Source: an optimization exercise on an open RTL-to-GDS flow (aim: small area, a short achievable clock period and few clock cycles). Production flows keep margins and buffers that such runs may drop. RTL that was checked went through simulation tests only; none was proved equivalent to the original. Power figures rest on the tool's default switching activity, not on a simulated workload.

## run A
==> flow/design.v (excerpt) <==
module SME(clk,reset,chardata,isstring,ispattern,valid,match,match_index);
Settings: LEC_CHECK=0, CAP_MARGIN=20, CORE_MARGIN=2, CORE_UTILIZATION=60, SETUP_SLACK_MARGIN=3.6, SLEW_MARGIN=20; clock period 6.0 ns.
run.sh (not shown) runs the stock make flow with config.mk's settings and CLKGATE_MAP_FILE= SYNTH_SCRIPT=/design/flow/synth_recipe.tcl, a recipe that flattens the netlist after the stock synthesis.
Run A has completed all stages; timing, DRC and antenna checks passed.
Testbench counts of run A, summed over its fixed seeds: cycles 3,383.
#### Input delta (run B over run A)
- a change of SETUP_SLACK_MARGIN from 3.6 to 3.3
--- outcome ---
- Wire length of the first global-routing pass (lower): run B
- Share of the final layout cell area in multi-input gates, run A and run B: higher on run B
- Final critical path time including I/O delays and setup (lower): run A
- A capture point of the critical path of S[13][5] is what run B shows, while S[3][6] belongs to run A.
- Worst slew margin relative to its limit: run B vs run A down 23 points
- Compared with run A, run B is more frugal on power.
- Relative to run A, final setup slack of the worst path has decreased by 0.40 ns in run B.
- Summary — final RePlAce weighted congestion, run B relative to run A: higher, by about 8%.
- From run A to run B the numbers moved as follows: via count shrank by 393; final worst-path cycle share grew by 6.7 points.
Here is what was changed in the inputs of run C compared with run B.
- CTS_CLUSTER_DIAMETER newly set to 80
- CTS_BUF_LIST newly set to sky130_fd_sc_hd__clkbuf_8 sky130_fd_sc_hd__clkbuf_16
- SETUP_SLACK_MARGIN changed from 3.3 to 3.6
- CTS_CLUSTER_SIZE newly set to 30
From run B to run C the numbers moved as follows: number of endpoints with negative hold slack in the final report about even, wire length on met1 rose about 4.4%. Synthesis-to-finish area growth: run C > run B. As far as area share of xor/xnor cells in the synthesized design goes, run B and run C are indistinguishable; the numbers are identical. Comparing run B with run C, the worst hold slack after final layout came out essentially unchanged. Across both runs, sequential portion of the cell area was lower for run C than for run B. Clock network power for run C: about 22% down relative to run B. Non-clock buffer count is higher on run C. On placed instance count, run C tracks run B almost exactly. Critical path capture point: S[13][5] -> run B, nxt_r -> run C. Summary of run C over run B: sequential share of power lost 0.5 points, post-route minimum period lost 0.35 ns.
diff inputs: run C => run D
- changing CTS_CLUSTER_DIAMETER from 80 to 60
- changing CTS_CLUSTER_SIZE from 30 to 20
- changing SETUP_SLACK_MARGIN from 3.6 to 3.8
## What came out
Run D: PASS, flow complete, no timing, DRC or antenna violations
Cell area after layout, run D and run C: higher on run D
| global-route wire length before repair | higher: run D |
Looking at endpoint of the most critical setup path, the ks_r[1] result is from run D; the nxt_r one comes from run C.
Number of enable-type register cells in the synthesized netlist essentially unchanged between run C and run D.
> inputs changed (run D -> run E)
- SETUP_SLACK_MARGIN changed from 3.8 to 3.6
- CTS_CLUSTER_SIZE removed (was 20)
- CTS_BUF_LIST changed from sky130_fd_sc_hd__clkbuf_8 sky130_fd_sc_hd__clkbuf_16 to sky130_fd_sc_hd__clkbuf_4 sky130_fd_sc_hd__clkbuf_8
- CTS_CLUSTER_DIAMETER removed (was 60)
--- outcome ---
Run E closes out successfully: all stages finished, all timing, DRC and antenna checks passed.
Run D finished all stages; the layout is clean.
Comparing post-layout total power for run E and run D, the smaller number came from run E.
On total internal power: between run E and run D, it ends up higher for run D.
Relative to run D, maximum frequency from static timing analysis decreased by about 3% in run E.
Summary — layout overhead on the synthesized area, run E relative to run D: lower, by 7.8 points.
Run E and run D ended up with nearly the same hold slack.
Routed wire in run E totals less than in run D.

========
== north ==
The RTL this note starts from:
==> flow/design.v <==
module SME(clk,reset,chardata,isstring,ispattern,valid,match,match_index);
input clk;
input reset;
input [7:0] chardata;
input isstring;
input ispattern;
output match;
output [4:0] match_index;
output valid;
integer i;
reg [7:0] S [0:31];      
reg [7:0] pst [2:7];     
reg [4:0] off;           
reg [4:0] wp;            
reg       str_ff;        
reg       pat_ff;        
reg [3:0] jcnt;          
reg       rep;           
reg       rend;          
reg       valid_r;
reg       caret;         
reg       stopped;       
reg [31:0] c;            
reg [31:0] M;            
reg [4:0] nb;            
reg [4:0] d;             
reg [7:0] rb;            
reg       match_r;
reg [4:0] idx_r;
assign valid = valid_r;
assign match = match_r;
assign match_index = idx_r;
function [6:0] pe32;
    input [31:0] v;
    input [31:0] pb;
    reg [31:0] a, p;
    reg [4:0] ix [0:31];
    integer n, k;
    begin
        a = v; p = pb;
        for (k = 0; k < 32; k = k + 1) ix[k] = 5'd0;
        for (n = 0; n < 5; n = n + 1) begin
            for (k = 0; k < 32; k = k + 1) begin
                if (k % (2 << n) == 0) begin
                    if (!a[k]) begin
                        ix[k] = ix[k + (1 << n)];
                        p[k] = p[k + (1 << n)];
                    end
                    ix[k][n] = ~a[k];
                    a[k] = a[k] | a[k + (1 << n)];
                end
            end
        end
        pe32 = {a[0], p[0], ix[0]};
    end
endfunction
function [4:0] add5;
    input [4:0] a, b;
    reg cy;
    integer n;
    begin
        cy = 1'b0;
        for (n = 0; n < 5; n = n + 1) begin
            add5[n] = cy ? ~(a[n] ^ b[n]) : (a[n] ^ b[n]);
            cy = (a[n] ^ b[n]) ? cy : a[n];
        end
    end
endfunction
function [31:0] thermo;
    input [4:0] a;
    reg le;
    integer n, k;
    begin
        for (k = 0; k < 32; k = k + 1) begin
            le = 1'b1;                       
            for (n = 0; n < 5; n = n + 1)
                le = (a[n] == k[n]) ? le : k[n];
            thermo[k] = le;
        end
    end
endfunction
wire       pv   = ispattern | rep;
reg  [7:0] rnext;                
always @(*) begin
    case (jcnt[2:0])
        3'd1: rnext = pst[2];
        3'd2: rnext = pst[3];
        3'd3: rnext = pst[4];
        3'd4: rnext = pst[5];
        3'd5: rnext = pst[6];
        3'd6: rnext = pst[7];
        default: rnext = 8'h00;
    endcase
end
wire [7:0] src   = rep ? rb : chardata;
wire       first = (jcnt == 4'd0);
wire       isC   = rep ? (rb == 8'h5E) : (chardata == 8'h5E);
wire       zero  = rep ? (rb == 8'h00) : (chardata == 8'h00);
wire       stopc = zero & (~caret | (jcnt != 4'd1));
wire       cmpn  = ~stopped & ~stopc;       
reg [31:0] eq;
always @(*) begin
    for (i = 0; i < 32; i = i + 1) eq[i] = (S[i] == src);
end
wire [31:0] x = (first ? 32'hFFFFFFFF : c) & eq;
wire term   = pat_ff & ~ispattern;
wire repgo  = term & caret & (jcnt == 4'd1);
wire endc   = (term & ~repgo) | rend;
wire noterm = ~caret & ~stopped & jcnt[3];
wire [31:0] pr = c & {c[0], c[31:1]};
wire [6:0] pa = pe32(c & M, pr & M);
wire [6:0] pc = pe32(c, pr);
wire [4:0] ks  = pa[6] ? pa[4:0] : pc[4:0];    
wire [4:0] idx = add5(ks, nb);
wire       nxt = pa[6] ? pa[5] : pc[5];
wire found = pc[6] & ~noterm;
wire [4:0] offn = add5(ks, d);         
wire [31:0] T0 = thermo(off);                           
wire [31:0] T1 = T0[30] ? {T0[30:0], 1'b0} : 32'hFFFFFFFF;  
wire [4:0] slot = str_ff ? wp : off;
always @(posedge clk or posedge reset) begin
    if (reset) begin
        for (i = 0; i < 32; i = i + 1) S[i] <= 8'h00;
    end else if (isstring) begin
        for (i = 0; i < 32; i = i + 1) if (slot == i) S[i] <= chardata;
    end
end
always @(posedge clk or posedge reset) begin
    if (reset) begin
        for (i = 2; i < 8; i = i + 1) pst[i] <= 8'hFF;
    end else begin
        for (i = 2; i < 8; i = i + 1)
            if ((ispattern | term) && jcnt == i) pst[i] <= ispattern ? chardata : 8'h00;
    end
end
always @(posedge clk or posedge reset) begin
    if (reset) begin
        off <= 5'd0;
        wp <= 5'd0;
        str_ff <= 1'b0;
        pat_ff <= 1'b0;
        jcnt <= 4'd0;
        rep <= 1'b0;
        rend <= 1'b0;
        valid_r <= 1'b0;
    end else begin
        str_ff <= isstring;
        pat_ff <= ispattern;
        if (endc & found) off <= offn;
        wp <= slot + 5'd1;
        if (pv) jcnt <= jcnt + 4'd1;
        else if (repgo) jcnt <= 4'd1;
        else jcnt <= 4'd0;
        rep <= repgo | (rep & (jcnt != 4'd7));
        rend <= rep & (jcnt == 4'd7);
        valid_r <= endc;
    end
end
always @(posedge clk) begin
    if (pv) begin
        if (first) begin
            caret <= isC;
            stopped <= 1'b0;
        end else if (stopc) stopped <= 1'b1;
    end
    rb <= rep ? rnext : 8'h00;
    match_r <= found & nxt;
    idx_r <= found ? idx : 5'd1;
end
always @(posedge clk or posedge reset) begin
    if (reset) begin
        c <= 32'd0;
        M <= 32'd0;
        nb <= 5'd0;
        d <= 5'd0;
    end else if (pv) begin
        if (first) begin
            c <= isC ? 32'hFFFFFFFF : {x[30:0], x[31]};
            M <= isC ? T0 : T1;
            nb <= isC ? 5'd2 - off : 5'd1 - off;
            d <= isC ? 5'd1 : 5'd0;
        end else if (cmpn) begin
            c <= {x[30:0], x[31]};
            M <= M[30] ? {M[30:0], 1'b0} : 32'hFFFFFFFF;
            nb <= nb - 5'd1;
            d <= d - 5'd1;
        end
    end
end
endmodule
make LEC_CHECK=0 CAP_MARGIN=20 CORE_MARGIN=2 CORE_UTILIZATION=60 SETUP_SLACK_MARGIN=3.0 SLEW_MARGIN=20 finish   # period 6.0 ns
north: no failed stages, no open violations at the end
Input changes introduced in south (baseline for comparison: north):
Settings: CORE_UTILIZATION: 60 -> 40; SETUP_SLACK_MARGIN: 3.0 -> 3.5.
==> summary.txt <==
- south improves on north in post-layout minimum cycle time.
- north → south: first-pass GRT wire length went up by 3400 µm; last weighted congestion value of the routability-driven placer went down by about 4.7%; fraction of the core area covered by cells at the end of the flow went down by 17 points; non-clock buffer count went up by 119; number of fill cells in the layout went up by 1,792.
- Sort north and south by total power asc -> top: north
- Global-route usage: south lower than north
- Power share of the sequential group ended up 3.7 points lower on south than on north.
Function was not checked in any run of this note: the RTL went through the layout flow alone.

-- afterwards: timing with drivers on the ports --
Ports are ideal in the flow. The routed layouts listed here were re-timed in OpenROAD. Step 1: set_driving_cell puts a clkbuf_16 on clk and a buf_2 on each other input, an assumption about the parent block. Step 2 moves the port delays by t, midway between the first and last clock arrival at a register: inputs arrive t later, outputs are due t later. That takes back most of the time a late clock gives input paths. Slacks: ideal ports / drivers / drivers and shift; pairs: ideal ports / drivers.
run	t (ns)	slack for setup (ns)	worst setup path at the end
run A	0.627	3.571 / 3.581 / 2.981	input to register
run B	0.616	3.172 / 3.202 / 2.586	input to register
run C	0.623	3.523 / 3.523 / 2.962	input to register
run D	0.597	3.649 / 3.649 / 3.086	input to register
run E	0.681	3.580 / 3.580 / 2.971	input to register
north	0.639	2.420 / 2.420 / 2.420	register to register
south	0.649	2.462 / 2.462 / 2.462	register to register
After both steps setup and hold are still met in every run listed. The setup slack of run E, which loses most, moves by 0.000 ns with the drivers and by -0.609 ns with both steps.
